Source: an optimization exercise on an open RTL-to-GDS flow (aim: small area, a short achievable clock period and few clock cycles per item). Production flows keep margins and buffers that such runs may drop. No functional check of the RTL was part of any run shown here. No activity file was given, so power comes from the tool's default toggle rates.

==> flow/design.v (outline; a module is shown in full before it is edited, if it fits) <==
// module FP16_MAC_pipeline: 1036 lines
module FP16_MAC_pipeline(
    input [15:0]data_k,
    input [15:0]data_x,
    input [15:0]data_b,
    input rst,
    input input_valid,
    input clk,
    input [1:0]opcode,
    output reg [15:0]data_o,
    output reg output_up,
    output reg [1:0]opcode_o
    );
  // ...
==> flow/run.sh <==
#!/bin/bash
# synth_recipe.tcl (not shown) runs the flow's synth.tcl, then flattens the netlist and writes it again
# the make line also repeats each setting of config.mk as NAME=value (left out here)
make -C /OpenROAD-flow-scripts/flow DESIGN_CONFIG=/design/flow/config.mk WORK_HOME=/design/flow/orfs CLKGATE_MAP_FILE= SYNTH_SCRIPT=/design/flow/synth_recipe.tcl finish
==> flow/config.mk <==
export PLATFORM = sky130hd
export DESIGN_NAME = FP16_MAC_pipeline
export DESIGN_NICKNAME = FP16_MAC_pipeline
export VERILOG_FILES = /design/flow/design.v
export SDC_FILE = /design/flow/constraint.sdc
export NUM_CORES = 4
export LEC_CHECK = 0
export CAP_MARGIN = 20
export CORE_MARGIN = 2
export CORE_UTILIZATION = 60
export SETUP_SLACK_MARGIN = 3.5
export SLEW_MARGIN = 20
==> flow/constraint.sdc <==
create_clock -name core_clock -period 6.0 [get_ports {clk}]
set_input_delay 1.2000 -clock core_clock [delete_from_list [all_inputs] [get_ports {clk}]]
set_output_delay 1.2000 -clock core_clock [all_outputs]
set_load 0.01 [all_outputs]
==> flow_metrics.env, run 1 <==
export IMPL_route_top_layer_used="met4"
export IMPL_clk_power_mw=2.90
export IMPL_synth_top_family_by_area="compound AO/OA/AOI/OAI gates"
export IMPL_top_usage_layer="met2"
export IMPL_detailedPlace_worstSlack_ns=2.541
export IMPL_instances_no_fill=2565
export IMPL_synth_edff_count=0
export IMPL_whs_endpoint="a_r6[6]"
export IMPL_grt_pass1_vias=15170
export IMPL_cp_endpoint="a_r5[32]"
export IMPL_hp_class="flip-flop to flip-flop"
export IMPL_reg_top3="a_r5: 34 flops, a_r6: 34 flops, lo_r4: 32 flops"
export IMPL_grt_pass1_wl_um=80340
export IMPL_die_area_um2=33810
export IMPL_critPathKind="flip-flop to flip-flop"
export IMPL_dominant_cells="multi-input combinational cells"
export IMPL_status="complete, no violations"
export IMPL_dp_cells=2371
export IMPL_clockPowerShare_pct=18.6
export IMPL_design_area_um2=24120
export IMPL_bufAreaShareNonClock_pct=7.075
export IMPL_multi_input_gates=1388
export IMPL_portBuffers=71
export IMPL_cpMostUsedCell="buf_6"
export IMPL_synthAdderAreaFrac_pct=10.89
export IMPL_clock_sinks=401
export IMPL_fin_skew_ns=0.02086
export IMPL_ir_drop_mv=0.3965
export IMPL_r2r_slack_ns=3.23
export IMPL_min_period_ns=2.768
export IMPL_fmaxAchievable_mhz=361.3
export IMPL_synthFlopType="dfxtp_1"
export IMPL_final_common_cell="dfxtp_1"
==> inputs of run 2 (changes only) <==
--- a/flow/design.v
+++ b/flow/design.v
@@ -998,19 +998,44 @@
         s_r6 <= s_5;
         sgn_r6 <= sgn_r5;
         v_r6 <= v_r5 & ~rst;
         zero_r6 <= zero_5;
     end
     wire [10:0] man_6;
     wire rnd_6;
     wire [6:0] ef_6;
-    wire [36:0] z_shift6 = {a_r6, 3'b000} << s_r6;
-    assign man_6 = z_shift6[36:26];
-    assign rnd_6 = z_shift6[25];
+    wire [36:0] z0_shift6 = {a_r6, 3'b000};
+    wire [36:10] z16_shift6;
+    genvar g16_shift6;
+    generate for (g16_shift6 = 10; g16_shift6 <= 36; g16_shift6 = g16_shift6 + 1) begin : l16_shift6
+        assign z16_shift6[g16_shift6] = s_r6[4] ? ((g16_shift6 >= 16) ? z0_shift6[g16_shift6 - 16] : 1'b0) : z0_shift6[g16_shift6];
+    end endgenerate
+    wire [36:18] z8_shift6;
+    genvar g8_shift6;
+    generate for (g8_shift6 = 18; g8_shift6 <= 36; g8_shift6 = g8_shift6 + 1) begin : l8_shift6
+        assign z8_shift6[g8_shift6] = s_r6[3] ? ((g8_shift6 >= 8) ? z16_shift6[g8_shift6 - 8] : 1'b0) : z16_shift6[g8_shift6];
+    end endgenerate
+    wire [36:22] z4_shift6;
+    genvar g4_shift6;
+    generate for (g4_shift6 = 22; g4_shift6 <= 36; g4_shift6 = g4_shift6 + 1) begin : l4_shift6
+        assign z4_shift6[g4_shift6] = s_r6[2] ? ((g4_shift6 >= 4) ? z8_shift6[g4_shift6 - 4] : 1'b0) : z8_shift6[g4_shift6];
+    end endgenerate
+    wire [36:24] z2_shift6;
+    genvar g2_shift6;
+    generate for (g2_shift6 = 24; g2_shift6 <= 36; g2_shift6 = g2_shift6 + 1) begin : l2_shift6
+        assign z2_shift6[g2_shift6] = s_r6[1] ? ((g2_shift6 >= 2) ? z4_shift6[g2_shift6 - 2] : 1'b0) : z4_shift6[g2_shift6];
+    end endgenerate
+    wire [36:25] z1_shift6;
+    genvar g1_shift6;
+    generate for (g1_shift6 = 25; g1_shift6 <= 36; g1_shift6 = g1_shift6 + 1) begin : l1_shift6
+        assign z1_shift6[g1_shift6] = s_r6[0] ? ((g1_shift6 >= 1) ? z2_shift6[g1_shift6 - 1] : 1'b0) : z2_shift6[g1_shift6];
+    end endgenerate
+    assign man_6 = z1_shift6[36:26];
+    assign rnd_6 = z1_shift6[25];
     assign ef_6 = eh_r6 + 7'd1 - {2'b00, s_r6};
     reg [6:0] ef_r7;
     reg [10:0] man_r7;
     reg [1:0] op_r7;
     reg rnd_r7;
     reg sgn_r7;
     reg v_r7;
     reg zero_r7;
==> run 2 against run 1 <==
Non-clock buffer count down 40. Flip-flop and latch count stayed put. Die area down 4.2%. Highest routed layer unchanged. Total power decreased by 11%. Sequential power down 3%. First-iteration DRC count down 24%. Clock skew down 0.0014 ns. Setup slack got worse by 0.11 ns. Via count shrank 10%. Hold slack gained 0.0076 ns. Critical endpoint is now a_r5[22]. Routed wire length fell by 13%.
==> flow_metrics.env, run 2 <==
export IMPL_status="complete, no violations"
export IMPL_slew_headroom_pct=39.02
export IMPL_p_leak_nw=9.580
export IMPL_powerDensity_nw_per_um2=612.6
export IMPL_crit_fanout=7
export IMPL_rsz0062_at_grt="true"
export IMPL_clock_sinks=401
export IMPL_core_rowCount=64
export IMPL_gp_congestion=0.9531
export IMPL_die_area_um2=32400
export IMPL_drive_gt1_share_pct=19.62
export IMPL_ff2ff_path_depth=13
export IMPL_finalHoldViolCount=0
export IMPL_cp_required_ns=6.44
export IMPL_yosysWarningCount=1
export IMPL_path_clk_slew_ns=0.06
export IMPL_vias_per_cell=5.741
export IMPL_synthFlopType="dfxtp_1"
export IMPL_drv_slew=0
export IMPL_min_period_over_period_pct=47.96
export IMPL_synth_distinct_cells=83
export IMPL_grt_max_degree=34
export IMPL_fin_skew_ns=0.01943
export IMPL_synth_cells_most_frequent="dfxtp_1 (401), nand2_1 (165), xnor2_1 (111), inv_1 (106), mux2i_1 (100)"
export IMPL_post_synth_top_count_cell="dfxtp_1"
export IMPL_design_area_um2=22680
export IMPL_layout_common_cells="dfxtp_1 (352), nand2_1 (162), inv_1 (102)"
export IMPL_min_period_ns=2.878
export IMPL_wl_met1_um=17730
export IMPL_clk_latency_ns=0.53
export IMPL_crit_path_end_kind="flip-flop"
export IMPL_fin_nets=2176
export IMPL_setup_viol=0
export IMPL_dp_hpwl_um=30810
export IMPL_fp_dieW_um=180.0
export IMPL_finalPower_mw=13.89
export IMPL_htree_levels=2
export IMPL_grt_pass1_wl_um=69030
export IMPL_synth_area_per_cell_um2=9.892
export IMPL_tightest_slew_ns=0.9147
export IMPL_arrival_ns=3.31
export IMPL_ys_seq_area_share_pct=43.19
export IMPL_wl_met2_um=23110
export IMPL_critPathKind="flip-flop to flip-flop"
export IMPL_antenna_diode_count=0
export IMPL_ir_drop_mv=0.2946
export IMPL_start_util_pct=60.92
export IMPL_final_common_cell="dfxtp_1"
export IMPL_route_top_layer_used="met4"
export IMPL_fin_setup_tns_ns=0
export IMPL_cp_start_kind="flip-flop"
export IMPL_r2r_slack_ns=3.12
export IMPL_syn_cell_area_um2=18590
export IMPL_async_flop_share_pct=0
export IMPL_numCtsBuffers=42
export IMPL_cp_startpoint="lo_r4[17]"
export IMPL_coreArea_um2=30510
export IMPL_place_area_um2=19600
export IMPL_drt_pass1_iter_count=5
export IMPL_postRouteAntennaNets=0
export IMPL_io_pins=72
export IMPL_grt_ovfl_total=0
export IMPL_antenna_found_initial=0
export IMPL_cap_violations=0
export IMPL_clk_path_buf_depth=3
export IMPL_avgRoutedWirePerCell_um=18.67
export IMPL_vias=13800
export IMPL_totalWireLength_um=44890
export IMPL_die_h_um=180.0
export IMPL_reg2reg_from="lo_r4[17]"
export IMPL_drtIter0Drc=910
export IMPL_netlist_instances=1879
export IMPL_root_buffer="clkbuf_16"
export IMPL_area_delta_synth_final_pct=22.00
export IMPL_portBuffers=71
export IMPL_cts_tree="built"
export IMPL_synth_top_cell_area_share_pct=43.19
export IMPL_synth_largest_area_cell="dfxtp_1"
export IMPL_ys_seq_elements=401
export IMPL_fmaxAchievable_mhz=347.5
export IMPL_ys_top_cells_by_area="dfxtp_1 (43%), ha_1 (6.5%), mux2i_1 (5.4%), xnor2_1 (5.2%), fa_1 (4.8%)"
export IMPL_grt_util_all_layers_pct=25.94
export IMPL_synth_edff_count=0
export IMPL_reg_top3="a_r5: 34 flops, a_r6: 34 flops, lo_r4: 32 flops"
export IMPL_met3_wirelength_um=1964
export IMPL_cp_endpoint="a_r5[22]"
export IMPL_r2r_end="a_r5[22]"
export IMPL_synth_fp_nets=2074
export IMPL_hp_class="flip-flop to flip-flop"
export IMPL_drcViolationCount=0
export IMPL_grt_pass1_vias=13670
==> run 2: kinds of logic (layout without fill, tap and decap cells) <==
kind of cell | Yosys count | after routing | share of synthesized area, %
AND/OR/NAND/NOR | 439 | 439 | 11.56
flip-flops | 401 | 401 | 43.19
AO/OA/AOI/OAI | 385 | 387 | 13.82
buffers and inverters | 210 | 337 | 4.423
XOR/XNOR | 184 | 184 | 8.670
adder cells (fa/ha/maj) | 142 | 142 | 11.38
multiplexers | 118 | 118 | 6.961
==> run 2: layer usage <==
| metal | GRT usage [%] | vias up |
|---|---|---|
| met2 | 47.85 | 450 |
| met4 | 10.73 | 0 |
| li1 | - | 6684 |
| met1 | 30.49 | 6517 |
| met3 | 2.978 | 150 |
| met5 | 0 | - |
==> run 2: worst min-delay path by stage <==
stage,to,start,cells after the start,slack (ns)
global route,eh_r5[0],eh_r4[0],0,0.33
finish,op_r2[0],op_r1[0],0,0.32
CTS,op_r2[0],op_r1[0],0,0.32
global placement,op_r4[0],op_r3[0],0,0.31
detailed placement,op_r2[0],op_r1[0],0,0.31
floorplan,a_r6[0],a_r5[0],0,0.31
==> run 2: cell type report <==
class / count / area [µm²]
Fill cell: 2093 / 7834
Timing Repair inverter: 1 / 5.005
Inverter: 112 / 431.7
Timing Repair Buffer: 153 / 1555
Clock inverter: 17 / 183.9
Multi-Input combinational cell: 1270 / 10650
Sequential cell: 401 / 8154
Tap cell: 396 / 495.5
Clock buffer: 54 / 1197
==> run 2: through the flow <==
step,worst slack [ns],instances,utilization (%),hold WS (ns)
after detailed placement,3.062,2256,64.24,0.3121
after global placement,2.909,2256,64.24,0.3095
after floorplan,3.348,1879,-,0.3096
after CTS,3.244,2366,71.67,0.3206
after global routing,3.007,2404,74.32,0.3273
final,3.122,2404,74.32,0.3185
==> run 2: power breakdown <==
| group | internal [mW] | switching [mW] | total, mW |
|---|---|---|---|
| combinational | 3.14 | 3.70 | 6.84 |
| clock | 1.54 | 1.03 | 2.57 |
| sequential | 3.67 | 0.811 | 4.48 |
| total | 8.35 | 5.54 | 13.9 |
==> run 2: critical path, stage by stage, from the launching register on <==
cell	delay [ns]
dfxtp_2	0.33
ha_4	0.25
a211o_1	0.29
a21oi_4	0.23
nand3_2	0.14
a21oi_4	0.27
buf_12	0.14
o31ai_4	0.06
buf_12	0.15
a31oi_4	0.37
buf_12	0.20
nor2_4	0.04
a21oi_2	0.13
xor2_1	0.19
==> run 2: what timing repair did <==
| action | CTS | global route |
|---|---|---|
| gates resized for setup | 161 | 117 |
| endpoints found under the setup margin | 129 | 98 |
| gates cloned | 4 | 3 |
| hold buffers | 0 | 0 |
| pin swaps | 54 | 73 |
| hold endpoints to repair | 0 | 0 |
| setup buffers | 35 | 35 |

-- static timing again, ports no longer ideal --
How much do the figures lean on ideal ports? The routed layouts below were timed once more, with nothing changed but the port constraints.
Step 1 assumes that a clkbuf_16 drives the clock port and a buf_2 every other input.
Step 2 moves the port delays by t, midway between the first and last clock arrival at a register: inputs arrive t later, outputs are due t later. That takes back most of the time a late clock gives input paths.
Three values: ideal ports, drivers, drivers and shift; two values: the first two.
run	shift t [ns]	setup slack, ns	latest minus earliest clock arrival (ns)
run 1	0.581	3.232 / 3.232 / 3.038	0.023 / 0.023
run 2	0.575	3.122 / 3.122 / 3.122	0.021 / 0.021
After both steps every run listed still meets setup and hold. The setup slack of run 1, which loses most, moves by 0.000 ns with the drivers and by -0.194 ns with both steps.
